Context: an optimization exercise on an open-source flow, tuned for small area, a short achievable clock period and few clock cycles. The choices shown serve that exercise and are no tape-out recipe.
Function was not checked in any run shown here: the RTL went through the layout flow alone.

**flow/design.v**
```verilog
module fp4_mul_wr(
    input [3:0] x,
    input [1:0] wr,
    output [3:0] out
);
    wire nz = x[2:1] != 2'b00;
    wire [3:0] one = (x == 4'h8) ? 4'h0 : x;
    wire [3:0] half = {x[3] & nz, x[2:1] == 2'b11, x[2:1] == 2'b10, x[2:1] == 2'b01};
    assign out = wr[1] ? 4'h0 : wr[0] ? half : one;
endmodule
module fp4_mul_wi(
    input [3:0] x,
    input [1:0] wi,
    output [3:0] out
);
    wire nz = x[2:1] != 2'b00;
    wire [3:0] one = (x == 4'h8) ? 4'h0 : x;
    wire [3:0] half = {x[3] & nz, x[2:1] == 2'b11, x[2:1] == 2'b10, x[2:1] == 2'b01};
    wire [3:0] mhalf = {~x[3] & nz, half[2:0]};
    wire [3:0] mone = (x[2:0] == 3'b000) ? 4'h0 : {~x[3], x[2:0]};
    assign out = (wi == 2'd0) ? 4'h0 : (wi == 2'd1) ? mhalf : (wi == 2'd2) ? mone : one;
endmodule
module fp4_add(a, b, out);
  input [3:0] a;
  wire [3:0] a;
  input [3:0] b;
  wire [3:0] b;
  output [3:0] out;
  wire [3:0] out;
  wire _000_;
  wire _001_;
  wire _002_;
  wire _003_;
  wire _004_;
  wire _005_;
  wire _006_;
  wire _007_;
  wire _008_;
  wire _009_;
  wire _010_;
  wire _011_;
  wire _012_;
  wire _013_;
  wire _014_;
  wire _015_;
  wire _016_;
  wire _017_;
  wire _018_;
  wire _019_;
  wire _020_;
  wire _021_;
  wire _022_;
  wire _023_;
  wire _024_;
  wire _025_;
  wire _026_;
  wire _027_;
  wire _028_;
  wire _029_;
  wire _030_;
  wire _031_;
  wire _032_;
  wire _033_;
  wire _034_;
  wire _035_;
  wire _036_;
  wire _037_;
  wire _038_;
  wire _039_;
  wire _040_;
  wire _041_;
  wire _042_;
  wire _043_;
  wire _044_;
  wire _045_;
  wire _046_;
  wire _047_;
  wire _048_;
  wire _049_;
  wire _050_;
  wire _051_;
  wire _052_;
  wire _053_;
  wire _054_;
  wire _055_;
  wire _056_;
  wire _057_;
  wire _058_;
  wire _059_;
  wire _060_;
  wire _061_;
  wire _062_;
  wire _063_;
  wire _064_;
  wire _065_;
  wire _066_;
  wire _067_;
  wire _068_;
  wire _069_;
  wire _070_;
  wire _071_;
  wire _072_;
  wire _073_;
  wire _074_;
  wire _075_;
  wire _076_;
  wire _077_;
  wire _078_;
  wire _079_;
  wire _080_;
  wire _081_;
  wire _082_;
  wire _083_;
  wire _084_;
  wire _085_;
  wire _086_;
  wire _087_;
  wire _088_;
  wire _089_;
  wire _090_;
  wire _091_;
  wire _092_;
  wire _093_;
  wire _094_;
  wire _095_;
  wire _096_;
  wire _097_;
  wire _098_;
  wire _099_;
  wire _100_;
  wire _101_;
  wire _102_;
  wire _103_;
  wire _104_;
  wire _105_;
  wire _106_;
  wire _107_;
  wire _108_;
  wire _109_;
  wire _110_;
  wire _111_;
  wire _112_;
  wire _113_;
  wire _114_;
  wire _115_;
  wire _116_;
  wire _117_;
  wire _118_;
  wire _119_;
  wire _120_;
  wire _121_;
  wire _122_;
  wire _123_;
  wire _124_;
  wire _125_;
  wire _126_;
  wire _127_;
  wire _128_;
  wire _129_;
  wire _130_;
  wire _131_;
  wire _132_;
  wire _133_;
  wire _134_;
  wire _135_;
  wire _136_;
  wire _137_;
  wire _138_;
  wire _139_;
  wire [2:0] m;
  wire [2:0] \u_d.x ;
  wire [2:0] \u_d.y ;
  wire [2:0] \u_s.x ;
  wire [2:0] \u_s.y ;
  assign _029_ = ~b[2];
  assign _039_ = ~a[2];
  assign _050_ = _039_ & _029_;
  assign _057_ = a[1] & b[1];
  assign _058_ = ~_057_;
  assign _059_ = _058_ & _050_;
  assign _060_ = ~_059_;
  assign _061_ = ~a[3];
  assign _062_ = _061_ & b[3];
  assign _063_ = ~_062_;
  assign _064_ = ~b[3];
  assign _065_ = a[3] & _064_;
  assign _066_ = ~_065_;
  assign _067_ = _066_ & _063_;
  assign _068_ = _067_ & _060_;
  assign _069_ = ~_050_;
  assign _070_ = ~b[1];
  assign _071_ = ~a[1];
  assign _072_ = _071_ & _070_;
  assign _073_ = a[2] & b[2];
  assign _074_ = _073_ & _072_;
  assign _075_ = ~_074_;
  assign _076_ = _075_ & _069_;
  assign _077_ = ~_076_;
  assign _078_ = b[0] & a[0];
  assign _079_ = _078_ & _077_;
  assign _080_ = ~_079_;
  assign _081_ = _071_ & b[0];
  assign _082_ = ~_081_;
  assign _083_ = _070_ & a[0];
  assign _084_ = ~_083_;
  assign _085_ = _084_ & _073_;
  assign _086_ = _085_ & _082_;
  assign _087_ = ~_072_;
  assign _088_ = _087_ & _058_;
  assign _089_ = _088_ & _086_;
  assign _090_ = ~_089_;
  assign _091_ = _090_ & _080_;
  assign _092_ = _071_ & b[1];
  assign _093_ = ~a[0];
  assign _094_ = _029_ & _093_;
  assign _095_ = _094_ & _092_;
  assign _096_ = ~_095_;
  assign _097_ = a[1] & _070_;
  assign _098_ = ~b[0];
  assign _099_ = _039_ & _098_;
  assign _100_ = _099_ & _097_;
  assign _101_ = ~_100_;
  assign _102_ = _101_ & _096_;
  assign _103_ = _102_ & _091_;
  assign _104_ = ~_103_;
  assign _105_ = _104_ & _068_;
  assign _106_ = ~_105_;
  assign _107_ = ~_092_;
  assign _108_ = _107_ & _029_;
  assign _109_ = ~_097_;
  assign _110_ = _109_ & _039_;
  assign _111_ = ~_110_;
  assign _112_ = _111_ & a[0];
  assign _113_ = _112_ & _108_;
  assign _114_ = ~_113_;
  assign _115_ = ~_108_;
  assign _116_ = _110_ & b[0];
  assign _117_ = _116_ & _115_;
  assign _118_ = ~_117_;
  assign _119_ = _118_ & _114_;
  assign _120_ = _119_ & _106_;
  assign out[0] = ~_120_;
  assign _121_ = ~_102_;
  assign _122_ = _121_ & _068_;
  assign _123_ = ~_122_;
  assign _124_ = ~_078_;
  assign _125_ = _098_ & _093_;
  assign _126_ = ~_125_;
  assign _127_ = _126_ & _124_;
  assign _128_ = ~_127_;
  assign _129_ = _128_ & _057_;
  assign _130_ = ~_129_;
  assign _131_ = _087_ & _067_;
  assign _132_ = ~_131_;
  assign _133_ = _132_ & _130_;
  assign _134_ = ~_133_;
  assign _135_ = _134_ & _073_;
  assign _136_ = _135_ & _091_;
  assign _137_ = ~_136_;
  assign _138_ = ~_067_;
  assign _139_ = ~_086_;
  assign _000_ = _039_ & b[2];
  assign _001_ = ~_000_;
  assign _002_ = _071_ & a[0];
  assign _003_ = ~_002_;
  assign _004_ = _003_ & _001_;
  assign _005_ = ~_004_;
  assign _006_ = b[0] & _070_;
  assign _007_ = ~_006_;
  assign _008_ = a[2] & _029_;
  assign _009_ = ~_008_;
  assign _010_ = _009_ & _007_;
  assign _011_ = ~_010_;
  assign _012_ = _011_ & _005_;
  assign _013_ = ~_012_;
  assign _014_ = _013_ & _139_;
  assign _015_ = ~_014_;
  assign _016_ = _015_ & _138_;
  assign _017_ = ~_016_;
  assign _018_ = _057_ & _050_;
  assign _019_ = ~_018_;
  assign _020_ = ~_073_;
  assign _021_ = _020_ & _072_;
  assign _022_ = _126_ & _050_;
  assign _023_ = ~_022_;
  assign _024_ = _023_ & _021_;
  assign _025_ = ~_024_;
  assign _026_ = _025_ & _019_;
  assign _027_ = _026_ & _017_;
  assign _028_ = _027_ & _137_;
  assign out[1] = _028_ & _123_;
  assign _030_ = ~_068_;
  assign _031_ = _021_ & _127_;
  assign _032_ = ~_031_;
  assign _033_ = _032_ & _077_;
  assign _034_ = ~_033_;
  assign _035_ = _034_ & _102_;
  assign _036_ = ~_035_;
  assign _037_ = _036_ & _030_;
  assign _038_ = ~_037_;
  assign out[2] = _038_ & _137_;
  assign _040_ = ~_028_;
  assign _041_ = ~out[2];
  assign _042_ = _041_ & _040_;
  assign _043_ = ~_042_;
  assign _044_ = _109_ & b[0];
  assign _045_ = ~_044_;
  assign _046_ = _001_ & _107_;
  assign _047_ = _046_ & _045_;
  assign _048_ = ~_047_;
  assign _049_ = _048_ & _009_;
  assign _051_ = ~_049_;
  assign _052_ = _051_ & _061_;
  assign _053_ = ~_052_;
  assign _054_ = _049_ & _064_;
  assign _055_ = ~_054_;
  assign _056_ = _055_ & _053_;
  assign out[3] = _056_ & _043_;
  assign \u_s.x  = a[2:0];
  assign \u_s.y  = b[2:0];
  assign \u_d.y  = b[2:0];
  assign \u_d.x  = a[2:0];
  assign m = out[2:0];
endmodule
module fp4_addsub2(a, p, x, y);
  input [3:0] a;
  wire [3:0] a;
  input [3:0] p;
  wire [3:0] p;
  output [3:0] x;
  wire [3:0] x;
  output [3:0] y;
  wire [3:0] y;
  wire _000_;
  wire _001_;
  wire _002_;
  wire _003_;
  wire _004_;
  wire _005_;
  wire _006_;
  wire _007_;
  wire _008_;
  wire _009_;
  wire _010_;
  wire _011_;
  wire _012_;
  wire _013_;
  wire _014_;
  wire _015_;
  wire _016_;
  wire _017_;
  wire _018_;
  wire _019_;
  wire _020_;
  wire _021_;
  wire _022_;
  wire _023_;
  wire _024_;
  wire _025_;
  wire _026_;
  wire _027_;
  wire _028_;
  wire _029_;
  wire _030_;
  wire _031_;
  wire _032_;
  wire _033_;
  wire _034_;
  wire _035_;
  wire _036_;
  wire _037_;
  wire _038_;
  wire _039_;
  wire _040_;
  wire _041_;
  wire _042_;
  wire _043_;
  wire _044_;
  wire _045_;
  wire _046_;
  wire _047_;
  wire _048_;
  wire _049_;
  wire _050_;
  wire _051_;
  wire _052_;
  wire _053_;
  wire _054_;
  wire _055_;
  wire _056_;
  wire _057_;
  wire _058_;
  wire _059_;
  wire _060_;
  wire _061_;
  wire _062_;
  wire _063_;
  wire _064_;
  wire _065_;
  wire _066_;
  wire _067_;
  wire _068_;
  wire _069_;
  wire _070_;
  wire _071_;
  wire _072_;
  wire _073_;
  wire _074_;
  wire _075_;
  wire _076_;
  wire _077_;
  wire _078_;
  wire _079_;
  wire _080_;
  wire _081_;
  wire _082_;
  wire _083_;
  wire _084_;
  wire _085_;
  wire _086_;
  wire _087_;
  wire _088_;
  wire _089_;
  wire _090_;
  wire _091_;
  wire _092_;
  wire _093_;
  wire _094_;
  wire _095_;
  wire _096_;
  wire _097_;
  wire _098_;
  wire _099_;
  wire _100_;
  wire _101_;
  wire _102_;
  wire _103_;
  wire _104_;
  wire _105_;
  wire _106_;
  wire _107_;
  wire _108_;
  wire _109_;
  wire _110_;
  wire _111_;
  wire _112_;
  wire _113_;
  wire _114_;
  wire _115_;
  wire _116_;
  wire _117_;
  wire _118_;
  wire _119_;
  wire _120_;
  wire _121_;
  wire _122_;
  wire _123_;
  wire _124_;
  wire _125_;
  wire _126_;
  wire _127_;
  wire _128_;
  wire _129_;
  wire _130_;
  wire _131_;
  wire _132_;
  wire _133_;
  wire _134_;
  wire _135_;
  wire _136_;
  wire _137_;
  wire _138_;
  wire _139_;
  wire _140_;
  wire _141_;
  wire _142_;
  wire _143_;
  wire _144_;
  wire _145_;
  wire _146_;
  wire _147_;
  wire _148_;
  wire _149_;
  wire _150_;
  wire _151_;
  wire _152_;
  wire _153_;
  wire _154_;
  wire _155_;
  wire _156_;
  wire _157_;
  wire _158_;
  wire [2:0] \u_d.x ;
  wire [2:0] \u_d.y ;
  wire [2:0] \u_s.x ;
  wire [2:0] \u_s.y ;
  wire [2:0] xm;
  wire [2:0] ym;
  assign _066_ = ~p[2];
  assign _075_ = ~a[1];
  assign _079_ = _075_ & p[1];
  assign _080_ = ~_079_;
  assign _081_ = _080_ & _066_;
  assign _082_ = ~_081_;
  assign _083_ = ~a[2];
  assign _084_ = ~p[1];
  assign _085_ = a[1] & _084_;
  assign _086_ = ~_085_;
  assign _087_ = _086_ & _083_;
  assign _088_ = ~_087_;
  assign _089_ = _088_ & _082_;
  assign _090_ = ~_089_;
  assign _091_ = _088_ & a[0];
  assign _092_ = ~_091_;
  assign _093_ = _082_ & p[0];
  assign _094_ = ~_093_;
  assign _095_ = _094_ & _092_;
  assign _096_ = ~_095_;
  assign _097_ = _096_ & _090_;
  assign _098_ = ~_097_;
  assign _099_ = ~p[0];
  assign _100_ = a[2] & _066_;
  assign _101_ = ~_100_;
  assign _102_ = _083_ & _066_;
  assign _103_ = ~_102_;
  assign _104_ = a[2] & p[2];
  assign _105_ = ~_104_;
  assign _106_ = _105_ & _103_;
  assign _107_ = ~_106_;
  assign _108_ = _086_ & p[0];
  assign _109_ = ~_108_;
  assign _110_ = _109_ & _080_;
  assign _111_ = _110_ & _107_;
  assign _112_ = ~_111_;
  assign _113_ = _112_ & _101_;
  assign _114_ = _113_ & _099_;
  assign _115_ = ~_114_;
  assign _116_ = ~_113_;
  assign _117_ = ~a[0];
  assign _118_ = _086_ & p[2];
  assign _119_ = ~_118_;
  assign _120_ = _119_ & _117_;
  assign _121_ = _120_ & _116_;
  assign _122_ = ~_121_;
  assign _123_ = _122_ & _115_;
  assign _124_ = ~_123_;
  assign _125_ = _124_ & _089_;
  assign _126_ = ~_125_;
  assign _127_ = p[0] & a[0];
  assign _128_ = _075_ & _084_;
  assign _129_ = _128_ & a[2];
  assign _130_ = ~_129_;
  assign _131_ = a[1] & p[1];
  assign _132_ = _131_ & _083_;
  assign _133_ = ~_132_;
  assign _134_ = _133_ & _130_;
  assign _135_ = ~_134_;
  assign _136_ = _135_ & _127_;
  assign _137_ = ~_136_;
  assign _138_ = _137_ & _126_;
  assign _139_ = ~_138_;
  assign _140_ = ~a[3];
  assign _141_ = _140_ & p[3];
  assign _142_ = ~_141_;
  assign _143_ = ~p[3];
  assign _144_ = a[3] & _143_;
  assign _145_ = ~_144_;
  assign _146_ = _145_ & _142_;
  assign _147_ = ~_146_;
  assign _148_ = _147_ & _139_;
  assign _149_ = ~_148_;
  assign _150_ = _149_ & _098_;
  assign y[0] = ~_150_;
  assign _151_ = _125_ & _106_;
  assign _152_ = ~_151_;
  assign _153_ = _122_ & _107_;
  assign _154_ = ~_153_;
  assign _155_ = _154_ & _128_;
  assign _156_ = ~_155_;
  assign _157_ = _131_ & _107_;
  assign _158_ = ~_157_;
  assign _000_ = a[1] & a[0];
  assign _001_ = ~_000_;
  assign _002_ = p[0] & p[1];
  assign _003_ = ~_002_;
  assign _004_ = _003_ & _001_;
  assign _005_ = ~_004_;
  assign _006_ = _005_ & _104_;
  assign _007_ = ~_006_;
  assign _008_ = _007_ & _158_;
  assign _009_ = _008_ & _156_;
  assign _010_ = _009_ & _152_;
  assign _011_ = _010_ & _147_;
  assign _012_ = ~_011_;
  assign _013_ = ~_127_;
  assign _014_ = _099_ & _117_;
  assign _015_ = ~_014_;
  assign _016_ = _015_ & _013_;
  assign _017_ = _016_ & _128_;
  assign _018_ = ~_017_;
  assign _019_ = ~_128_;
  assign _020_ = _019_ & _090_;
  assign _021_ = ~_020_;
  assign _022_ = _021_ & _018_;
  assign _023_ = _022_ & _010_;
  assign _024_ = ~_023_;
  assign _025_ = ~_010_;
  assign _026_ = _086_ & _080_;
  assign _027_ = _026_ & _025_;
  assign _028_ = ~_027_;
  assign _029_ = _028_ & _024_;
  assign _030_ = _029_ & _146_;
  assign _031_ = ~_030_;
  assign _032_ = _031_ & _012_;
  assign y[1] = ~_032_;
  assign _033_ = _146_ & _139_;
  assign _034_ = ~_033_;
  assign _035_ = _034_ & _098_;
  assign x[0] = ~_035_;
  assign _036_ = _010_ & _146_;
  assign _037_ = ~_036_;
  assign _038_ = _029_ & _147_;
  assign _039_ = ~_038_;
  assign _040_ = _039_ & _037_;
  assign x[1] = ~_040_;
  assign _041_ = _018_ & _102_;
  assign _042_ = ~_041_;
  assign _043_ = _042_ & _008_;
  assign _044_ = ~_043_;
  assign _045_ = _044_ & _134_;
  assign _046_ = ~_045_;
  assign _047_ = _046_ & _147_;
  assign _048_ = ~_047_;
  assign _049_ = ~_016_;
  assign _050_ = _049_ & _157_;
  assign _051_ = ~_050_;
  assign _052_ = _128_ & _104_;
  assign _053_ = ~_052_;
  assign _054_ = _053_ & _042_;
  assign _055_ = _054_ & _051_;
  assign _056_ = _055_ & _152_;
  assign _057_ = _056_ & _146_;
  assign _058_ = ~_057_;
  assign _059_ = _058_ & _048_;
  assign y[2] = ~_059_;
  assign _060_ = _059_ & _032_;
  assign _061_ = ~_060_;
  assign _062_ = _113_ & p[3];
  assign _063_ = ~_062_;
  assign _064_ = _116_ & _140_;
  assign _065_ = ~_064_;
  assign _067_ = _065_ & _063_;
  assign y[3] = _067_ & _061_;
  assign _068_ = _046_ & _146_;
  assign _069_ = ~_068_;
  assign _070_ = _056_ & _147_;
  assign _071_ = ~_070_;
  assign _072_ = _071_ & _069_;
  assign x[2] = ~_072_;
  assign _073_ = _072_ & _040_;
  assign _074_ = ~_073_;
  assign _076_ = _113_ & _143_;
  assign _077_ = ~_076_;
  assign _078_ = _077_ & _065_;
  assign x[3] = _078_ & _074_;
  assign \u_s.y  = p[2:0];
  assign \u_s.x  = a[2:0];
  assign \u_d.y  = p[2:0];
  assign \u_d.x  = a[2:0];
  assign ym = y[2:0];
  assign xm = x[2:0];
endmodule
module fp4_butterfly(
    input [7:0] A,
    input [7:0] B,
    input [2:0] widx,
    output [7:0] X,
    output [7:0] Y
);
    wire [1:0] wr, wi;
    twiddle_factor tw (.idx(widx), .wr(wr), .wi(wi));
    wire [3:0] br_wr, bi_wi, br_wi, bi_wr;
    fp4_mul_wr m1 (.x(B[7:4]), .wr(wr), .out(br_wr));
    fp4_mul_wi m2 (.x(B[3:0]), .wi(wi), .out(bi_wi));
    fp4_mul_wi m3 (.x(B[7:4]), .wi(wi), .out(br_wi));
    fp4_mul_wr m4 (.x(B[3:0]), .wr(wr), .out(bi_wr));
    wire [3:0] p_re, p_im;
    fp4_add s1 (.a(br_wr), .b({~bi_wi[3], bi_wi[2:0]}), .out(p_re));
    fp4_add a1 (.a(br_wi), .b(bi_wr), .out(p_im));
    fp4_addsub2 xr (.a(A[7:4]), .p(p_re), .x(X[7:4]), .y(Y[7:4]));
    fp4_addsub2 xi (.a(A[3:0]), .p(p_im), .x(X[3:0]), .y(Y[3:0]));
endmodule
module fp4_butterfly_w0(
    input [7:0] A,
    input [7:0] B,
    output [7:0] X,
    output [7:0] Y
);
    wire [3:0] br = (B[7:4] == 4'h8) ? 4'h0 : B[7:4];
    wire [3:0] bi = (B[3:0] == 4'h8) ? 4'h0 : B[3:0];
    wire [3:0] p_re, p_im;
    fp4_add s1 (.a(br), .b(4'h8), .out(p_re));
    fp4_add a1 (.a(4'h0), .b(bi), .out(p_im));
    fp4_addsub2 xr (.a(A[7:4]), .p(p_re), .x(X[7:4]), .y(Y[7:4]));
    fp4_addsub2 xi (.a(A[3:0]), .p(p_im), .x(X[3:0]), .y(Y[3:0]));
endmodule
module fp4_butterfly_w08(
    input [7:0] A,
    input [7:0] B,
    input w8,
    output [7:0] X,
    output [7:0] Y
);
    wire [3:0] br = (B[7:4] == 4'h8) ? 4'h0 : B[7:4];
    wire [3:0] bi = (B[3:0] == 4'h8) ? 4'h0 : B[3:0];
    wire [3:0] re0, im0, re8, im8;
    fp4_add s0 (.a(br), .b(4'h8), .out(re0));
    fp4_add a0 (.a(4'h0), .b(bi), .out(im0));
    fp4_add s8 (.a(4'h0), .b({~bi[3], bi[2:0]}), .out(re8));
    fp4_add a8 (.a(br), .b(4'h0), .out(im8));
    wire [3:0] p_re = w8 ? re8 : re0;
    wire [3:0] p_im = w8 ? im8 : im0;
    fp4_addsub2 xr (.a(A[7:4]), .p(p_re), .x(X[7:4]), .y(Y[7:4]));
    fp4_addsub2 xi (.a(A[3:0]), .p(p_im), .x(X[3:0]), .y(Y[3:0]));
endmodule
module twiddle_factor (
    input [2:0] idx,
    output reg [1:0] wr,
    output reg [1:0] wi
);
    always @(*) begin
        case (idx)
            3'd0: begin wr = 2'd0; wi = 2'd0; end
            3'd1, 3'd7: begin wr = 2'd0; wi = 2'd1; end
            3'd2, 3'd6: begin wr = 2'd1; wi = 2'd1; end
            3'd3, 3'd5: begin wr = 2'd1; wi = 2'd2; end
            default: begin wr = 2'd2; wi = 2'd3; end
        endcase
    end
endmodule
module sdf_stage #(
    parameter D = 8
)(
    input wire clk,
    input wire en,
    input wire phase,
    input wire [7:0] s_in,
    input wire [7:0] X,
    input wire [7:0] Y,
    output wire [7:0] A,
    output wire [7:0] s_out
);
    reg [8*D-1:0] dl;  
    assign A = dl[8*D-1 -: 8];
    generate
        if (D == 1) begin : g1
            always @(posedge clk)
                if (en) dl <= phase ? Y : s_in;
        end else begin : gn
            always @(posedge clk)
                if (en) dl <= {dl[8*(D-1)-1:0], phase ? Y : s_in};
        end
    endgenerate
    assign s_out = phase ? X : A;
endmodule
module fp4_fft #(
    parameter MAX_N = 32,
    parameter ADDR_WIDTH = $clog2(MAX_N)
)(
    input wire clk,
    input wire rst,
    input wire start,
    input wire [ADDR_WIDTH-1:0] N,  
    output reg done,
    output reg error,
    input wire [7:0] data_in,  
    input wire data_in_valid,  
    output reg [7:0] data_out,  
    output reg data_out_valid,  
    output reg fft_ready  
);
    reg n16, n8;
    always @(posedge clk) begin
        n16 <= (N == 5'd16);
        n8 <= (N == 5'd8);
    end
    wire [3:0] mask = n16 ? 4'hf : n8 ? 4'h7 : 4'h3;
    reg in_frame;  
    reg [3:0] c;  
    reg [1:0] fv;  
    wire start_now = data_in_valid & ~in_frame & fft_ready;
    wire adv = in_frame ? data_in_valid : 1'b1;
    wire [3:0] cur = start_now ? 4'd0 : c;
    wire last = in_frame & data_in_valid & ((c & mask) == mask);
    wire wrap = adv & ((cur & mask) == mask);
    wire in_frame_n = start_now | (in_frame & ~last);
    wire [3:0] c_n = adv ? cur + 4'd1 : c;
    wire [3:0] r = n16 ? 4'd12 : n8 ? 4'd5 : 4'd2;
    wire [3:0] cm = c & mask;
    wire out_v = (cm >= r) ? fv[0] : fv[1];
    always @(posedge clk or negedge rst) begin
        if (!rst) begin
            in_frame <= 1'b0;
            c <= 4'd0;
            fv <= 2'b00;
            fft_ready <= 1'b1;
            done <= 1'b0;
            error <= 1'b0;
            data_out_valid <= 1'b0;
        end else begin
            in_frame <= in_frame_n;
            c <= c_n;
            fft_ready <= ~in_frame_n & ((c_n & mask) == 4'd0);
            done <= last;
            error <= start & ((N == 5'd0) | ((N & (N - 5'd1)) != 5'd0));
            data_out_valid <= adv & out_v;
            if (adv) begin
                if (wrap)
                    fv <= {fv[0], in_frame};
                else if (cm == r - 4'd1)
                    fv[1] <= 1'b0;  
            end
        end
    end
    reg [7:0] in_reg, o8, o4, o2;
    wire [7:0] s8, s4, s2, s1;
    wire [3:0] l0 = c - 4'd1;
    wire [3:0] l1 = n16 ? c - 4'd10 : c - 4'd1;
    wire [3:0] l2 = n16 ? c - 4'd15 : n8 ? c - 4'd6 : c - 4'd1;
    wire [3:0] l3 = n16 ? c - 4'd2 : n8 ? c - 4'd9 : c - 4'd4;
    wire [3:0] l4 = n16 ? c - 4'd3 : n8 ? c - 4'd10 : c - 4'd5;
    wire [3:0] l5 = c - 4'd10;
    wire [2:0] k4 = n16 ? {l1[3], 2'b00} : 3'd0;
    wire [2:0] k2 = n16 ? {l2[2], l2[3], 1'b0} : n8 ? {l2[2], 2'b00} : 3'd0;
    wire [2:0] k1 = n16 ? {l3[1], l3[2], l3[3]} : n8 ? {l3[1], l3[2], 1'b0} : {l3[1], 2'b00};
    wire [7:0] a8, a4, a2, a1, x8, y8, x4, y4, x2, y2, x1, y1;
    wire [7:0] b4 = n16 ? o8 : in_reg;
    wire [7:0] b2 = n16 | n8 ? o4 : in_reg;
    fp4_butterfly_w0 bf8 (.A(a8), .B(in_reg), .X(x8), .Y(y8));
    fp4_butterfly_w08 bf4 (.A(a4), .B(b4), .w8(k4[2]), .X(x4), .Y(y4));
    fp4_butterfly bf2 (.A(a2), .B(b2), .widx(k2), .X(x2), .Y(y2));
    fp4_butterfly bf1 (.A(a1), .B(o2), .widx(k1), .X(x1), .Y(y1));
    sdf_stage #(.D(8)) st8 (.clk(clk), .en(adv), .phase(l0[3]), .s_in(in_reg),
                            .X(x8), .Y(y8), .A(a8), .s_out(s8));
    sdf_stage #(.D(4)) st4 (.clk(clk), .en(adv), .phase(l1[2]), .s_in(b4),
                            .X(x4), .Y(y4), .A(a4), .s_out(s4));
    sdf_stage #(.D(2)) st2 (.clk(clk), .en(adv), .phase(l2[1]), .s_in(b2),
                            .X(x2), .Y(y2), .A(a2), .s_out(s2));
    sdf_stage #(.D(1)) st1 (.clk(clk), .en(adv), .phase(l3[0]), .s_in(o2),
                            .X(x1), .Y(y1), .A(a1), .s_out(s1));
    reg [55:0] rv1;
    reg [15:0] rv2;
    wire [7:0] tap1 = n16 ? rv1[55:48] : n8 ? rv1[23:16] : rv1[7:0];
    wire hi4 = n16 ? l4[3] : n8 ? l4[2] : l4[1];
    wire cond1 = hi4 & ~l4[0];
    wire [7:0] q1 = cond1 ? s1 : tap1;
    wire cond2 = l5[2] & ~l5[1];
    wire [7:0] q2 = cond2 ? q1 : rv2[15:8];
    wire [7:0] q = n16 ? q2 : q1;
    always @(posedge clk) begin
        if (adv) begin
            in_reg <= data_in;
            o8 <= s8;
            o4 <= s4;
            o2 <= s2;
            rv1 <= {rv1[47:0], cond1 ? tap1 : s1};
            rv2 <= {rv2[7:0], cond2 ? rv2[15:8] : q1};
            data_out <= q;
        end
    end
endmodule
```
**flow/constraint.sdc**
```tcl
create_clock -name core_clock -period 20.0 [get_ports {clk}]
set_input_delay 4.0000 -clock core_clock [delete_from_list [all_inputs] [get_ports {clk}]]
set_output_delay 4.0000 -clock core_clock [all_outputs]
set_load 0.01 [all_outputs]
```
**flow/config.mk**
```make
export PLATFORM = sky130hd
export DESIGN_NAME = fp4_fft
export DESIGN_NICKNAME = fp4_fft
export VERILOG_FILES = /design/flow/design.v
export SDC_FILE = /design/flow/constraint.sdc
export NUM_CORES = 4
export LEC_CHECK = 0
export ABC_AREA = 1
export CAP_MARGIN = 20
export CORE_MARGIN = 2
export CORE_UTILIZATION = 40
export SLEW_MARGIN = 20
```
**flow/run.sh**
```bash
#!/bin/bash
# synth_recipe.tcl (not shown) runs the flow's synth.tcl, then flattens the netlist and writes it again
# the make line also repeats each setting of config.mk as NAME=value (left out here)
make -C /OpenROAD-flow-scripts/flow DESIGN_CONFIG=/design/flow/config.mk WORK_HOME=/design/flow/orfs CLKGATE_MAP_FILE= SYNTH_SCRIPT=/design/flow/synth_recipe.tcl finish
```
==> qor.csv, run 1 <==
metric,value,unit
outcome,timing/DRC/antenna clean,
post-route ant nets,0,
Root Driver,clkbuf_16,
top sig layer,met4,
register area share after synthesis,0.493,
layout cells sized above 1,0.0868,
DIE HEIGHT,196,µm
Crit Path Class,primary input to register,
FP Rows,70,
Metal-1 WL,15900,µm
die span in x,196,µm
Worst-path clk slew,0.06,ns
DRT Wirelength,32600,µm
vias in the first global route,10600,
CTS tree,built,
Antenna Cells,0,
Netlist cell types,67,
DR WL met3,1580,µm
number of synthesized flops with an enable pin,232,
fin. max-slew vios,0,
CTS Sinks,245,
H-tree depth,1,
DR pass1 iterations,8,
"critical path, cell by cell",clkdlybuf4s50_1 > nor2_1 > inv_8 > buf_4,
"Avg Cell Area, Syn",8.86,µm²
DP Wirelength,23600,µm
pin count of the biggest net entering global routing,157,
Post-CTS Resized,0,
Worst slew margin,0.246,
wire per inst,14.9,µm
initial antenna violation count,0,
initial cell density of the core,0.405,
PortBufs,28,
Biggest register,st8.dl,
Critical Path Start Type,primary input,
Post-CTS Setup Bufs,0,
final-report setup violation count,0,
Max Buffers Root-to-Sink,3,
Max Cap Viol,0,
post-route cell area,16500,µm²
skew final,0.0426,ns
post-layout util,0.451,
"Max FO, Critical Path",156,
hold_buf cts,0,
Hold Path Class,register to register,
Largest register FFs,64,
Ports,29,
Mapped Nets,1775,
Placed Area,15600,µm²
gr ovfl total,0,
final net count,1814,
Final TNS setup,0,ns
critical path startpoint,data_in_valid,
cts bufs inserted,28,
setup ws final,13.73,ns
worst r2r src,c[1],
crit end category,register,
number of DRC markers in iteration 0,793,
die area,38500,µm²
final hold violations,0,
worst path required time,20.20,ns
vias per cell,5.19,
reg2reg path depth,31,
Post-route DRC,0,
arrival time at the worst endpoint,6.47,ns
setup slack at placement,13.10,ns
Area Overhead vs Synth,11.4,%
achievable frequency,159,MHz
period utilisation layout,0.314,
fillcell total,3479,
"most common cell after layout, fill and taps aside",nand2_1,
CP max-delay cell,buf_4,
DR vias,11400,
worst hold start,rv1[30],
Synth Warn #,6,
Largest regs,"st8.dl x64, rv1 x56, st4.dl x32",
RD Place Congestion,0.868,
worst skew pair latency,0.58,ns
Yosys reg bits,245,
aggregate global-route resource usage,0.169,
Met2 Wirelength,14300,µm
Placeable Area,36500,µm²
ys flop type,edfxtp_1,
hold depth,0,
first-pass GRT wire length,53000,µm
unrepaired setup endpoints after global routing,no,
Gate Count Post-Synth,1669,
ys async rst share,0.0449,
post-synthesis cell area,14800,µm²
Least-Margin Pin Slew,1.13,ns
CP max stage delay,0.91,ns
most frequent cells in the layout,"nand2_1 (438), edfxtp_1 (232), inv_1 (207)",
crit path time final,6.27,ns
==> path summary, 6_finish.rpt <==
kind	to	slack, ns
min in group asynchronous	done	3.83
setup reg to reg	data_out[3]	14.29
setup / recovery	st8.dl[61]	13.73
hold / removal	rv1[38]	0.39
max in group asynchronous	data_out_valid	15.70
hold reg to reg	rv1[38]	0.39
==> final cells by class <==
| class | instances | area [µm²] | area share |
|---|---|---|---|
| well taps | 468 | 586 | 0.0356 |
| clock inverters | 18 | 176 | 0.0107 |
| multi-input cells | 1163 | 6480 | 0.394 |
| flip-flops and latches | 245 | 7280 | 0.442 |
| clock buffers | 33 | 719 | 0.0437 |
| repair buffers | 33 | 318 | 0.0193 |
| inverters | 237 | 900 | 0.0546 |
==> critical path: cells and delay by family <==
family	cells	cell delay (ns)
simple gates	1	0.15
buf+inv	3	2.05
==> routing by layer <==
layer  vias to the layer above  GRT usage
met5                         -          0
met1                      5337      0.236
met4                         0     0.0530
met2                       263      0.267
li1                       5751          -
met3                        54     0.0292
==> synthesized netlist by cell type, types with 3 or more instances <==
library cell,number,area share
clkinv_1,4,0.0010
o211ai_1,11,0.0056
nor3_1,10,0.0034
nand4_1,8,0.0034
ha_1,89,0.075
buf_4,4,0.0020
o21ai_2,3,0.0018
o31ai_1,6,0.0030
buf_2,3,0.0010
nor2_1,100,0.025
nor2_2,10,0.0042
o21ai_1,33,0.011
o22ai_1,9,0.0038
a221oi_1,4,0.0024
nand2_2,18,0.0076
a21oi_1,69,0.023
a22o_1,6,0.0036
a21oi_2,4,0.0024
dfrtp_1,10,0.017
nand3_2,12,0.0081
inv_2,24,0.0061
nand3_1,86,0.029
clkbuf_1,13,0.0033
edfxtp_1,232,0.47
nor2_4,4,0.0030
o21ai_0,142,0.048
nand2_1,438,0.11
inv_1,208,0.053
o32ai_1,4,0.0024
a31oi_1,6,0.0025
nand2_4,5,0.0038
a21boi_0,7,0.0036
xor2_1,8,0.0047
o2111ai_1,6,0.0036
or2_2,8,0.0034
a22oi_1,19,0.0097
==> cell families (layout without fill, tap and decap cells) <==
| family | after synthesis | in the layout | share of synthesized area |
|---|---|---|---|
| adder cells (fa/ha/maj) | 89 | 89 | 0.0753 |
| buffers and inverters | 261 | 321 | 0.0687 |
| AO/OA/AOI/OAI | 349 | 349 | 0.141 |
| multiplexers | 4 | 4 | 0.00288 |
| XOR/XNOR | 13 | 13 | 0.0105 |
| AND/OR/NAND/NOR | 708 | 708 | 0.208 |
| flip-flops | 245 | 245 | 0.493 |
==> per-stage QoR <==
stage	hold WS [ns]	std cells
final	0.385	2197
after global routing	0.374	2197
after floorplan	0.400	1669
after detailed placement	0.405	2146
after CTS	0.373	2197
after global placement	0.401	2146
==> run 2: changes to the inputs <==
--- a/flow/design.v
+++ b/flow/design.v
@@ -788,6 +788,7 @@
     reg in_frame;  
     reg [3:0] c;  
     reg [1:0] fv;  
+    reg en;  
     wire start_now = data_in_valid & ~in_frame & fft_ready;
     wire adv = in_frame ? data_in_valid : 1'b1;
     wire [3:0] cur = start_now ? 4'd0 : c;
@@ -807,19 +808,19 @@
             done <= 1'b0;
             error <= 1'b0;
             data_out_valid <= 1'b0;
+            en <= 1'b0;
         end else begin
+            en <= adv;
             in_frame <= in_frame_n;
             c <= c_n;
             fft_ready <= ~in_frame_n & ((c_n & mask) == 4'd0);
             done <= last;
             error <= start & ((N == 5'd0) | ((N & (N - 5'd1)) != 5'd0));
-            data_out_valid <= adv & out_v;
-            if (adv) begin
-                if (wrap)
-                    fv <= {fv[0], in_frame};
-                else if (cm == r - 4'd1)
-                    fv[1] <= 1'b0;  
-            end
+            data_out_valid <= en & out_v;
+            if (adv & wrap)
+                fv <= {fv[0], in_frame};
+            else if (en & (cm == r - 4'd1))
+                fv[1] <= 1'b0;  
         end
     end
     reg [7:0] in_reg, o8, o4, o2;
@@ -840,13 +841,13 @@
     fp4_butterfly_w08 bf4 (.A(a4), .B(b4), .w8(k4[2]), .X(x4), .Y(y4));
     fp4_butterfly bf2 (.A(a2), .B(b2), .widx(k2), .X(x2), .Y(y2));
     fp4_butterfly bf1 (.A(a1), .B(o2), .widx(k1), .X(x1), .Y(y1));
-    sdf_stage #(.D(8)) st8 (.clk(clk), .en(adv), .phase(l0[3]), .s_in(in_reg),
+    sdf_stage #(.D(8)) st8 (.clk(clk), .en(en), .phase(l0[3]), .s_in(in_reg),
                             .X(x8), .Y(y8), .A(a8), .s_out(s8));
-    sdf_stage #(.D(4)) st4 (.clk(clk), .en(adv), .phase(l1[2]), .s_in(b4),
+    sdf_stage #(.D(4)) st4 (.clk(clk), .en(en), .phase(l1[2]), .s_in(b4),
                             .X(x4), .Y(y4), .A(a4), .s_out(s4));
-    sdf_stage #(.D(2)) st2 (.clk(clk), .en(adv), .phase(l2[1]), .s_in(b2),
+    sdf_stage #(.D(2)) st2 (.clk(clk), .en(en), .phase(l2[1]), .s_in(b2),
                             .X(x2), .Y(y2), .A(a2), .s_out(s2));
-    sdf_stage #(.D(1)) st1 (.clk(clk), .en(adv), .phase(l3[0]), .s_in(o2),
+    sdf_stage #(.D(1)) st1 (.clk(clk), .en(en), .phase(l3[0]), .s_in(o2),
                             .X(x1), .Y(y1), .A(a1), .s_out(s1));
     reg [55:0] rv1;
     reg [15:0] rv2;
@@ -857,9 +858,10 @@
     wire cond2 = l5[2] & ~l5[1];
     wire [7:0] q2 = cond2 ? q1 : rv2[15:8];
     wire [7:0] q = n16 ? q2 : q1;
+    always @(posedge clk)
+        in_reg <= data_in;
     always @(posedge clk) begin
-        if (adv) begin
-            in_reg <= data_in;
+        if (en) begin
             o8 <= s8;
             o4 <= s4;
             o2 <= s2;
==> run 2 against run 1 <==
Compared with the run above:
- first-iteration DRC count rose by 12%
- via count barely moved
- die area rose by 1.6%
- global-route usage rose by 0.57 points
- register-to-register slack improved by 0.45 ns
- utilization rose by 0.33 points
- sequential share of layout area fell by 0.95 points
- critical path type is now register to primary output
==> qor.csv, run 2 <==
metric,value,unit,change
worst hold start,st8.dl[45],,
period utilisation layout,0.280,,-0.0332
gr ovfl total,0,,unchanged
final hold violations,0,,unchanged
critical path startpoint,fft_ready,,
crit path buf inv count,1,,-2
Post-CTS Resized,0,,unchanged
ys async rst share,0.0488,,+0.00388
"Largest delay share family, worst path",flip-flops,,
Gate Count Post-Synth,1683,,+0.84%
Netlist cell types,73,,+9.0%
Placeable Area,36800,µm²,+0.72%
fin. max-slew vios,0,,unchanged
vias per cell,5.18,,-0.25%
post-synthesis cell area,15000,µm²,+1.6%
PortBufs,28,,unchanged
DIE HEIGHT,198,µm,+0.80%
"most common cell after layout, fill and taps aside",nand2_1,,
initial antenna violation count,0,,unchanged
CP max stage delay,0.53,ns,-0.38 ns
cell with the most instances after synthesis,nand2_1,,
ys flop type,edfxtp_1,,
cts bufs inserted,27,,-3.6%
aggregate global-route resource usage,0.174,,+0.00571
DRT Wirelength,33600,µm,+2.9%
CTS Sinks,246,,+0.41%
Worst slew margin,0.342,,+0.0956
unrepaired setup endpoints after global routing,no,,
die area,39100,µm²,+1.6%
achievable frequency,178,MHz,+12%
Mapped Nets,1789,,+0.79%
"Max FO, Critical Path",2,,-99%
FP Rows,70,,unchanged
Synth area leaders,"edfxtp_1 (45%), nand2_1 (11%), ha_1 (7.4%)",,
DR vias,11400,,+0.070%
wire per inst,15.2,µm,+2.6%
Synth top area share,0.448,,-0.0236
crit path time final,5.61,ns,-0.663 ns
"critical path, cell by cell",clkdlybuf4s50_1,,
arrival time at the worst endpoint,1.61,ns,-4.86 ns
RD Place Congestion,0.902,,+3.9%
initial cell density of the core,0.408,,+0.00367
die span in x,198,µm,+0.80%
CP max-delay cell,dfstp_2,,
DR pass1 iterations,6,,-2
crit end category,primary output,,
Hold Path Class,register to register,,
Area Overhead vs Synth,11.2,%,
vias in the first global route,11000,,+4.4%
Root Driver,clkbuf_16,,
Largest regs,"st8.dl x64, rv1 x56, st4.dl x32",,
Critical Path Start Type,register,,
Post-CTS Setup Bufs,0,,unchanged
Max Cap Viol,0,,unchanged
post-route ant nets,0,,unchanged
first-pass GRT wire length,55600,µm,+4.9%
Biggest register,st8.dl,,
final net count,1822,,+0.44%
Synth Warn #,6,,unchanged
outcome,timing/DRC/antenna clean,,
H-tree depth,1,,unchanged
Final TNS setup,0,ns,unchanged
"Avg Cell Area, Syn",8.93,µm²,+0.79%
hold_buf cts,0,,unchanged
CTS tree,built,,
layout cells sized above 1,0.109,,+0.0227
skew final,0.0128,ns,-0.0298 ns
most common library cells after synthesis,"nand2_1 (434), edfxtp_1 (224), inv_1 (190), o21ai_0 (126), nand3_1 (91)",,
pin count of the biggest net entering global routing,92,,-41%
largest area contributor in the netlist,edfxtp_1,,
register area share after synthesis,0.481,,-0.0116
number of DRC markers in iteration 0,888,,+12%
Largest register FFs,64,,unchanged
worst r2r src,c[1],,
Ports,29,,unchanged
number of synthesized flops with an enable pin,224,,-3.4%
worst path required time,16.00,ns,-4.20 ns
Max Buffers Root-to-Sink,3,,unchanged
Worst-path clk slew,0.06,ns,about the same
Yosys reg bits,246,,+0.41%
worst skew pair latency,0.55,ns,-0.03 ns
final-report setup violation count,0,,unchanged
most frequent cells in the layout,"nand2_1 (434), edfxtp_1 (224), inv_1 (190)",,
Antenna Cells,0,,unchanged
Post-route DRC,0,,unchanged
DP Wirelength,24800,µm,+5.2%
Crit Path Class,register to primary output,,
Least-Margin Pin Slew,0.987,ns,-0.143 ns
-- run 2: cell count changes in the layout (fill, tap and decap cells not counted), moves of 8 or more --
| cell | before | now |
|---|---|---|
| o21ai_1 | 33 | 52 |
| edfxtp_1 | 232 | 224 |
| inv_1 | 207 | 190 |
| dfxtp_1 | 2 | 10 |
| inv_2 | 24 | 33 |
| o21ai_0 | 142 | 126 |
| o211ai_1 | 11 | 2 |
| nand2_2 | 18 | 26 |
| nor2_1 | 100 | 89 |
-- run 2: cells by family after synthesis --
family	count (synthesis)	share of synthesized area
compound gates	354	0.142
xor+xnor	14	0.0117
fa+ha+maj	89	0.0741
buf+inv	253	0.0666
flops	246	0.481
mux	6	0.00408
simple gates	721	0.221
-- run 2: final timing paths --
path	end	slack, ns	depth (start not counted)
min in group asynchronous	data_out_valid	3.85	1
max in group asynchronous	en	15.67	1
max	fft_ready	14.39	1
max reg2reg	o2[3]	14.74	27
min	st8.dl[53]	0.41	0
min reg2reg	st8.dl[53]	0.41	0
-- run 2: per-layer routing --
metal  track usage  wire length (µm)  vias to the layer above  share of wire
met1         0.229             15400                     5339           0.46
met5             0                 0                        -              0
met3        0.0237              1180                       45          0.035
li1              -                 -                     5808              -
met2         0.303             16200                      221           0.48
met4        0.0451               721                        0          0.021
-- run 2: cell type report --
type / instances / area [µm²]
timing repair buffer: 33 / 322
tap: 468 / 586
sequential: 246 / 7230
multi-input combinational: 1184 / 6790
fill: 3527 / 20100
clock buffer: 31 / 701
inverter: 224 / 841
clock inverter: 18 / 231
-- run 2: worst reg2reg max path, delay by kind of cell, from the launching register on --
kind,cells,cell delay (ns)
AND/OR/NAND/NOR,14,2.04
AO/OA/AOI/OAI,5,0.88
flip-flops,1,0.53
adder cells (fa/ha/maj),3,0.94
buffers and inverters,5,0.60
-- run 2: metrics by stage --
stage | cells | instance area [µm²] | hold WS (ns) | utilization | setup slack, ns
2_1_floorplan | 1683 | 15000 | 0.400 | - | 14.29
6_report | 2204 | 16700 | 0.414 | 0.454 | 14.39
3_5_place_dp | 2155 | 15800 | 0.405 | 0.429 | 14.16
4_1_cts | 2204 | 16700 | 0.414 | 0.454 | 14.36
3_3_place_gp | 2155 | 15800 | 0.401 | 0.429 | 14.20
5_1_grt | 2204 | 16700 | 0.419 | 0.454 | 14.13
==> run 3: changes to the inputs <==
==> flow/flow/run.sh (new file) <==
#!/bin/bash
set -e
cp standard.sh standard_sh_copy.txt
echo "export BUFFER_PORTS_ARGS = -buffer_cell sky130_fd_sc_hd__buf_4" >> "$FLOW_CONFIG"
bash standard.sh > standard_flow.log 2>&1
==> flow/standard.sh (new file) <==
#!/bin/bash
# synth_recipe.tcl (not shown) runs the flow's synth.tcl, then flattens the netlist and writes it again
# the make line also repeats each setting of config.mk as NAME=value (left out here)
make -C /OpenROAD-flow-scripts/flow DESIGN_CONFIG=/design/flow/config.mk WORK_HOME=/design/flow/orfs CLKGATE_MAP_FILE= SYNTH_SCRIPT=/design/flow/synth_recipe.tcl "${@:-finish}"
--- a/flow/config.mk
+++ b/flow/config.mk
@@ -10,3 +10,4 @@
 export CORE_MARGIN = 2
 export CORE_UTILIZATION = 40
 export SLEW_MARGIN = 20
+export BUFFER_PORTS_ARGS = -buffer_cell sky130_fd_sc_hd__buf_4
removed: flow/run.sh
==> run 3 against run 2 <==
Compared with the run above:
- flip-flop and latch count unchanged
- critical path type unchanged
==> qor.csv, run 3 <==
metric,value,unit,change
Synth area leaders,"edfxtp_1 (45%), nand2_1 (11%), ha_1 (7.4%)",,
most common library cells after synthesis,"nand2_1 (434), edfxtp_1 (224), inv_1 (190), o21ai_0 (126), nand3_1 (91)",,
Antenna Cells,0,,unchanged
layout cells sized above 1,0.123,,+0.0140
final hold violations,0,,unchanged
placed insts,2153,,-0.093%
DR pass1 iterations,5,,-1
gr ovfl total,0,,unchanged
initial antenna violation count,1,,+1
"Avg Cell Area, Syn",8.93,µm²,unchanged
Gate Count Post-Synth,1683,,unchanged
vias per cell,5.18,,about the same
Biggest register,st8.dl,,
CTS Sinks,246,,unchanged
Worst-path clk slew,0.07,ns,about the same
die area,39100,µm²,unchanged
"Max FO, Critical Path",2,,unchanged
arrival time at the worst endpoint,1.23,ns,-0.38 ns
number of DRC markers in iteration 0,986,,+11%
aggregate global-route resource usage,0.176,,+0.00159
ys async rst share,0.0488,,unchanged
RD Place Congestion,0.854,,-5.2%
Root Driver,clkbuf_16,,
Post-CTS Setup Bufs,0,,unchanged
register area share after synthesis,0.481,,unchanged
area of the multi-input gates,6790,µm²,unchanged
Netlist cell types,73,,unchanged
PortBufs,28,,unchanged
Reg area,7230,µm²,unchanged
largest area contributor in the netlist,edfxtp_1,,
hold_buf cts,0,,unchanged
period utilisation layout,0.261,,-0.0189
DRT Wirelength,33900,µm,+1.0%
ys flop type,edfxtp_1,,
Ports,29,,unchanged
wire per inst,15.4,µm,+1.1%
CP max stage delay,0.54,ns,about the same
Synth Warn #,6,,unchanged
number of synthesized flops with an enable pin,224,,unchanged
Mapped Nets,1789,,unchanged
worst skew pair latency,0.57,ns,+0.02 ns
Post-route DRC,0,,unchanged
cell with the most instances after synthesis,nand2_1,,
Synth top area share,0.448,,unchanged
DP Wirelength,24500,µm,-1.2%
FP Rows,70,,unchanged
DIE HEIGHT,198,µm,unchanged
Yosys reg bits,246,,unchanged
Max Cap Viol,0,,unchanged
skew final,0.0424,ns,+0.0296 ns
Least-Margin Pin Slew,0.959,ns,-0.0282 ns
worst hold slack,0.408,ns,-0.00570 ns
Hold Path Class,register to register,,
Max Buffers Root-to-Sink,3,,unchanged
final-report setup violation count,0,,unchanged
Placeable Area,36800,µm²,unchanged
Post-Layout Cell Count,2202,,-0.091%
"critical path, cell by cell",buf_4,,
Worst slew margin,0.361,,+0.0188
Area Overhead vs Synth,10.6,%,
die span in x,198,µm,unchanged
fin. max-slew vios,0,,unchanged
CTS tree,built,,
"most common cell after layout, fill and taps aside",nand2_1,,
Largest regs,"st8.dl x64, rv1 x56, st4.dl x32",,
CP max-delay cell,dfstp_2,,
cts bufs inserted,27,,unchanged
post-synthesis cell area,15000,µm²,unchanged
worst path required time,16.00,ns,about the same
first-pass GRT wire length,55700,µm,+0.11%
most frequent cells in the layout,"nand2_1 (434), edfxtp_1 (224), inv_1 (190)",,
Critical Path Start Type,register,,
Largest register FFs,64,,unchanged
final net count,1820,,-0.11%
fillcell total,3493,,-0.96%
"Largest delay share family, worst path",flip-flops,,
Crit Path Class,register to primary output,,
DR vias,11400,,-0.11%
achievable frequency,191,MHz,+7.2%
outcome,timing/DRC/antenna clean,,
pin count of the biggest net entering global routing,163,,+77%
crit path buf inv count,1,,unchanged
initial cell density of the core,0.408,,unchanged
Final TNS setup,0,ns,unchanged
unrepaired setup endpoints after global routing,no,,
H-tree depth,1,,unchanged
crit path time final,5.23,ns,-0.377 ns
post-route ant nets,0,,unchanged
crit end category,primary output,,
Post-CTS Resized,0,,unchanged
vias in the first global route,10800,,-1.8%
## run 3: changes by cell type in the layout (fill, tap and decap cells not counted), sizes merged
cell and delta:
clkdlybuf4s50 -28, buf +26, clkbuf +2, clkinvlp -2
clkinv -1, inv +1
## run 3: stage by stage
step	utilization	cell area [µm²]	setup slack, ns
6_report	0.452	16600	14.77
5_1_grt	0.452	16600	14.23
4_1_cts	0.452	16600	14.73
3_5_place_dp	0.427	15700	14.55
3_3_place_gp	0.427	15700	14.61
2_1_floorplan	-	15000	14.29
## run 3: final cells by class
cell class | instances | share of cell area
Sequential cell | 246 | 0.435
Multi-Input combinational cell | 1184 | 0.409
Inverter | 224 | 0.0506
Clock buffer | 33 | 0.0420
Tap cell | 468 | 0.0352
Timing Repair Buffer | 31 | 0.0148
Clock inverter | 16 | 0.0131
## run 3: worst paths after layout
| kind | depth (start not counted) | slack [ns] | startpoint | endpoint |
|---|---|---|---|---|
| max reg2reg | 27 | 14.81 | c[1] | o2[3] |
| min | 0 | 0.41 | st4.dl[7] | st4.dl[15] |
| max in group asynchronous | 1 | 16.50 | rst | fft_ready |
| min in group asynchronous | 1 | 3.26 | rst | c[1] |
| max | 1 | 14.77 | fft_ready | fft_ready |
| min reg2reg | 0 | 0.41 | st4.dl[7] | st4.dl[15] |
## run 3: cell families (layout without fill, tap and decap cells)
group	count (synthesis)	after routing	synth area share
AND/OR/NAND/NOR	721	721	0.221
buffers and inverters	253	304	0.0666
multiplexers	6	6	0.00408
XOR/XNOR	14	14	0.0117
adder cells (fa/ha/maj)	89	89	0.0741
flip-flops	246	246	0.481
AO/OA/AOI/OAI	354	354	0.142
## run 3: layer usage
metal	global-route usage	up-vias	routed length, µm
met3	0.0247	63	1270
met1	0.239	5298	15900
li1	-	5801	-
met4	0.0479	2	852
met2	0.295	236	15900
met5	0	-	7

## separate check: timing with driven ports
No port has a modelled driver above. Below, the same layouts with a new extraction and two added sets of constraints. Step 1: set_driving_cell puts a clkbuf_16 on clk and a buf_2 on each other input, an assumption about the parent block. Step 2 moves the port delays by t, midway between the first and last clock arrival at a register: inputs arrive t later, outputs are due t later. That takes back most of the time a late clock gives input paths. Three values: no drivers, after step 1, after step 2; two values: the first two.
| run | shift t [ns] | setup slack, ns | slew at the worst register clock pin (ns) | worst slew at a driven data input, ns |
|---|---|---|---|---|
| run 1 | 0.612 | 13.730 / 13.751 / 13.139 | 0.06 / 0.06 | 0.04 |
| run 2 | 0.593 | 14.393 / 14.343 / 14.114 | 0.07 / 0.07 | 0.04 |
| run 3 | 0.599 | 14.770 / 14.718 / 14.539 | 0.07 / 0.07 | 0.04 |
After both steps every run listed still meets setup and hold. The setup slack of run 1, which loses most, moves by +0.021 ns with the drivers and by -0.591 ns with both steps.
